Context: an optimization exercise on an open-source flow, tuned for small area. The choices shown serve that exercise and are no tape-out recipe. Function was checked by simulation only, so behaviour that the tests miss may differ from the original.

== rev 12 ==
Design spell, start of the top module:
module spell (
    input wire reset,
    input wire clock,
    input wire i_la_write,
    input wire [6:0] i_la_addr,
    input wire [7:0] i_la_data,
    input wire i_la_wb_disable,
    output wire [31:0] la_data_out,
    input  wire        i_wb_cyc,    
    input  wire        i_wb_stb,    
    input  wire        i_wb_we,     
    input  wire [31:0] i_wb_addr,   
    input  wire [31:0] i_wb_data,   
    output wire        o_wb_ack,    
    output reg  [31:0] o_wb_data,   
    input  wire [7:0] io_in,
    output wire [7:0] io_out,
    output wire [7:0] io_oeb,   
    output wire        rambus_wb_rst_o,    
    output wire        rambus_wb_stb_o,    
    output wire        rambus_wb_cyc_o,    
    output wire        rambus_wb_we_o,     
    output wire [ 3:0] rambus_wb_sel_o,    
    output wire [31:0] rambus_wb_dat_o,    
    output wire [ 9:0] rambus_wb_addr_o,   
    input  wire        rambus_wb_ack_i,    
    input  wire [31:0] rambus_wb_dat_i,    
    output wire interrupt
);
  localparam StateFetch = 3'd0;
  localparam StateFetchData = 3'd1;
  localparam StateExecute = 3'd2;
  localparam StateStore = 3'd3;
  localparam StateDelay = 3'd4;
  localparam StateSleep = 3'd5;
  localparam REG_PC = 24'h000;
  localparam REG_SP = 24'h004;
  localparam REG_EXEC = 24'h008;
  localparam REG_CTRL = 24'h00c;
  localparam REG_CYCLES_PER_MS = 24'h010;
  localparam REG_STACK_TOP = 24'h014;
  localparam REG_STACK_PUSH = 24'h018;
  localparam REG_INT_ENABLE = 24'h20;
  localparam REG_INT = 24'h24;
  localparam INTR_SLEEP = 0;
  localparam INTR_STOP = 1;
  localparam INTR_COUNT = 2;
  ...
For scale: about 2300 cells after synthesis, ~260 I/O pins.
==> flow/config.mk <==
export PLATFORM = sky130hd
export DESIGN_NAME = spell
export DESIGN_NICKNAME = spell
export VERILOG_FILES = /design/flow/design.v
export SDC_FILE = /design/flow/constraint.sdc
export NUM_CORES = 4
export LEC_CHECK = 0
export CAP_MARGIN = 20
export CORE_MARGIN = 2
export CORE_UTILIZATION = 40
export SLEW_MARGIN = 20
==> flow/constraint.sdc <==
create_clock -name core_clock -period 10.0 [get_ports {clock}]
set_input_delay 2.0000 -clock core_clock [delete_from_list [all_inputs] [get_ports {clock}]]
set_output_delay 2.0000 -clock core_clock [all_outputs]
set_load 0.01 [all_outputs]
standard.sh (not shown) runs the stock make flow with config.mk's settings and CLKGATE_MAP_FILE= SYNTH_SCRIPT=/design/flow/synth_recipe.tcl, a recipe that flattens the netlist after the stock synthesis.
==> flow/flow/run.sh <==
#!/bin/bash
# Own layout flow: the standard ORFS flow (standard.sh), with three changes to how cells
# are chosen; the floorplan, power grid, tap cells, placement and routing are the standard ones.
#  - synthesis: the same synthesis script, but ABC restructures the combinational logic for
#    area (&deepsyn, bounded by steps without improvement, so the result is deterministic)
#    and maps it for area (no delay-driven mapping, buffering or gate upsizing; timing has
#    ample slack at 10 ns),
#    and adders are left to ABC instead of being mapped to half/full-adder cells first.
#    Registers are mapped before ABC runs, so they are exactly the standard synthesis's.
#  - port buffers use the smallest buffer (buf_1) instead of ORFS's default choice;
#  - clock tree synthesis uses larger sink clusters and inserts no dummy loads.
# Each tool's full output goes to a log file here (synth.log, standard.log), and ORFS's
# per-step logs stay under orfs/logs/.
set -euo pipefail
rm -rf scripts_area
cp -r "$FLOW_HOME/scripts" scripts_area
printf '&get -n\n&st\n&deepsyn -J 50\n&dch\n&nf -R 1000 -p\n&put\n' > scripts_area/abc_speed.script
bash standard.sh SCRIPTS_DIR="$PWD/scripts_area" ADDER_MAP_FILE= synth > synth.log 2>&1
export BUFFER_PORTS_ARGS="-buffer_cell sky130_fd_sc_hd__buf_1"
export CTS_ARGS="-sink_clustering_enable -repair_clock_nets -dont_use_dummy_load -buf_list sky130_fd_sc_hd__clkbuf_8 -sink_clustering_size 16 -sink_clustering_max_diameter 60"
bash standard.sh > standard.log 2>&1
In summary, rev 12 completed successfully, with a layout that passed the timing, DRC and antenna checks.
Input-level comparison between rev 13 and rev 12:
-- flow/design.v --
<<< rev 12, line 129
    input wire [7:0] data_in,
    input wire write,
    input wire past_write,
    output reg [7:0] rd,
    input  wire [7:0] io_in,
>>> rev 13, line 129
    input wire [7:0] data_in,
    input wire write,
    output reg [7:0] rd,
    input  wire [7:0] io_in,
<<< rev 12, line 138
  localparam REG_DDR = 8'h37;
  localparam REG_PORT = 8'h38;
  always @(*) begin
    rd = 8'b0;
>>> rev 13, line 137
  localparam REG_DDR = 8'h37;
  localparam REG_PORT = 8'h38;
  reg past_write;
  always @(*) begin
    rd = 8'b0;
<<< rev 12, line 150
  end
  always @(posedge clock) begin
    if (reset) begin
      io_out <= 8'b00000000;
>>> rev 13, line 150
  end
  always @(posedge clock) begin
    past_write <= select & write;
    if (reset) begin
      io_out <= 8'b00000000;
<<< rev 12, line 215
    input wire load,
    input wire [7:0] load_value,
    input wire step,
    input wire [7:0] step_value,
    input wire memory_type_data,
    input wire write,
>>> rev 13, line 216
    input wire load,
    input wire [7:0] load_value,
    input wire memory_type_data,
    input wire write,
<<< rev 12, line 260
      .data_in(data_in),
      .write(write),
      .past_write(ready_r),
      .rd(io_rd),
      .io_in (io_in),
>>> rev 13, line 259
      .data_in(data_in),
      .write(write),
      .rd(io_rd),
      .io_in (io_in),
<<< rev 12, line 288
    if (capture) rdata <= data_out;
    else if (load) rdata <= load_value;
    else if (step) rdata <= step_value;
    else if (data_io_select && !write) rdata <= io_rd;
    else if (dff_select && !write) rdata <= dff_rd;
>>> rev 13, line 286
    if (capture) rdata <= data_out;
    else if (load) rdata <= load_value;
    else if (data_io_select && !write) rdata <= io_rd;
    else if (dff_select && !write) rdata <= dff_rd;
<<< rev 12, line 371
  wire mem_data_ready;
  reg [23:0] cycles_per_ms;
  reg [15:0] delay_hi;
  wire [23:0] delay_cycles = {delay_hi, memory_input};
  wire [24:0] delay_next = delay_cycles + 25'd1;
  wire delay_tick = delay_next >= {1'b0, cycles_per_ms};
  wire delay_step = !reset && !reg_write && state == StateDelay;
  reg wb_read_ack;
  reg wb_write_ack;
>>> rev 13, line 368
  wire mem_data_ready;
  reg [23:0] cycles_per_ms;
  reg [23:0] delay_cycles;
  reg wb_read_ack;
  reg wb_write_ack;
<<< rev 12, line 474
      .addr(mem_addr),
      .load(exec_cycle),
      .load_value(is_delay ? 8'd0 : stack_belowtop),
      .step(delay_step),
      .step_value(delay_tick ? 8'd0 : delay_next[7:0]),
      .memory_type_data(mem_type_data),
      .write(mem_write_en),
>>> rev 13, line 467
      .addr(mem_addr),
      .load(exec_cycle),
      .load_value(stack_belowtop),
      .memory_type_data(mem_type_data),
      .write(mem_write_en),
<<< rev 12, line 525
  end
  always @(posedge clock) begin
    if (state != StateDelay) delay_hi <= 0;
    else if (!reg_write) delay_hi <= delay_tick ? 16'd0 : delay_next[23:8];
  end
  always @(posedge clock) begin
>>> rev 13, line 516
  end
  always @(posedge clock) begin
    if (state != StateDelay) delay_cycles <= 0;
    else if (!reg_write) delay_cycles <= (delay_cycles + 1 >= cycles_per_ms) ? 24'd0 : delay_cycles + 1;
  end
  always @(posedge clock) begin
<<< rev 12, line 617
          end
          StateDelay: begin
            if (delay_tick) begin
              mem_addr <= mem_addr - 1;
              if (mem_addr == 8'd1) begin
>>> rev 13, line 608
          end
          StateDelay: begin
            if (delay_cycles + 1 >= cycles_per_ms) begin
              mem_addr <= mem_addr - 1;
              if (mem_addr == 8'd1) begin
<<< rev 12, line 624
            end
          end
        endcase
      end
>>> rev 13, line 615
            end
          end
          default: state <= StateSleep;
        endcase
      end
Results
The run with more setup slack is rev 12; rev 13 has less. Between rev 13 and rev 12, the design area is higher for rev 13. Diff rev 12 -> rev 13 | count of plain and timing-repair buffers in the layout | up by a few percent. Looking at routed wire length, rev 13 sits 1.8% lower than rev 12 does. Looking at number of global-route vias before repair across rev 13 and rev 12, the one that comes out lower is rev 13.

==> port drivers added, routing unchanged <==
In the flow no input, the clock included, has a driving cell. The finished layouts below were timed again as built, in two steps. Step 1 (the two cells are an assumption about what drives the block):
set clk [get_ports {clock}]
set_driving_cell -lib_cell sky130_fd_sc_hd__clkbuf_16 $clk
set_driving_cell -lib_cell sky130_fd_sc_hd__buf_2 [delete_from_list [all_inputs] $clk]
Step 2 adds t to the input delays and takes it off the output delays; t is the mean of the earliest and latest rising clock arrival at the registers after step 1. Input paths then give back, and output paths get back, about the clock's delay inside the block. Slacks: ideal ports / drivers / drivers and shift; pairs: ideal ports / drivers.
run | t (ns) | slack for setup (ns) | hold slack, ns
rev 12 | 0.744 | 2.085 / 2.085 / 2.085 | 0.474 / 0.474 / 0.474
rev 13 | 0.739 | 1.594 / 1.594 / 1.594 | 0.479 / 0.479 / 0.479
After both steps setup and hold are still met in every run listed.
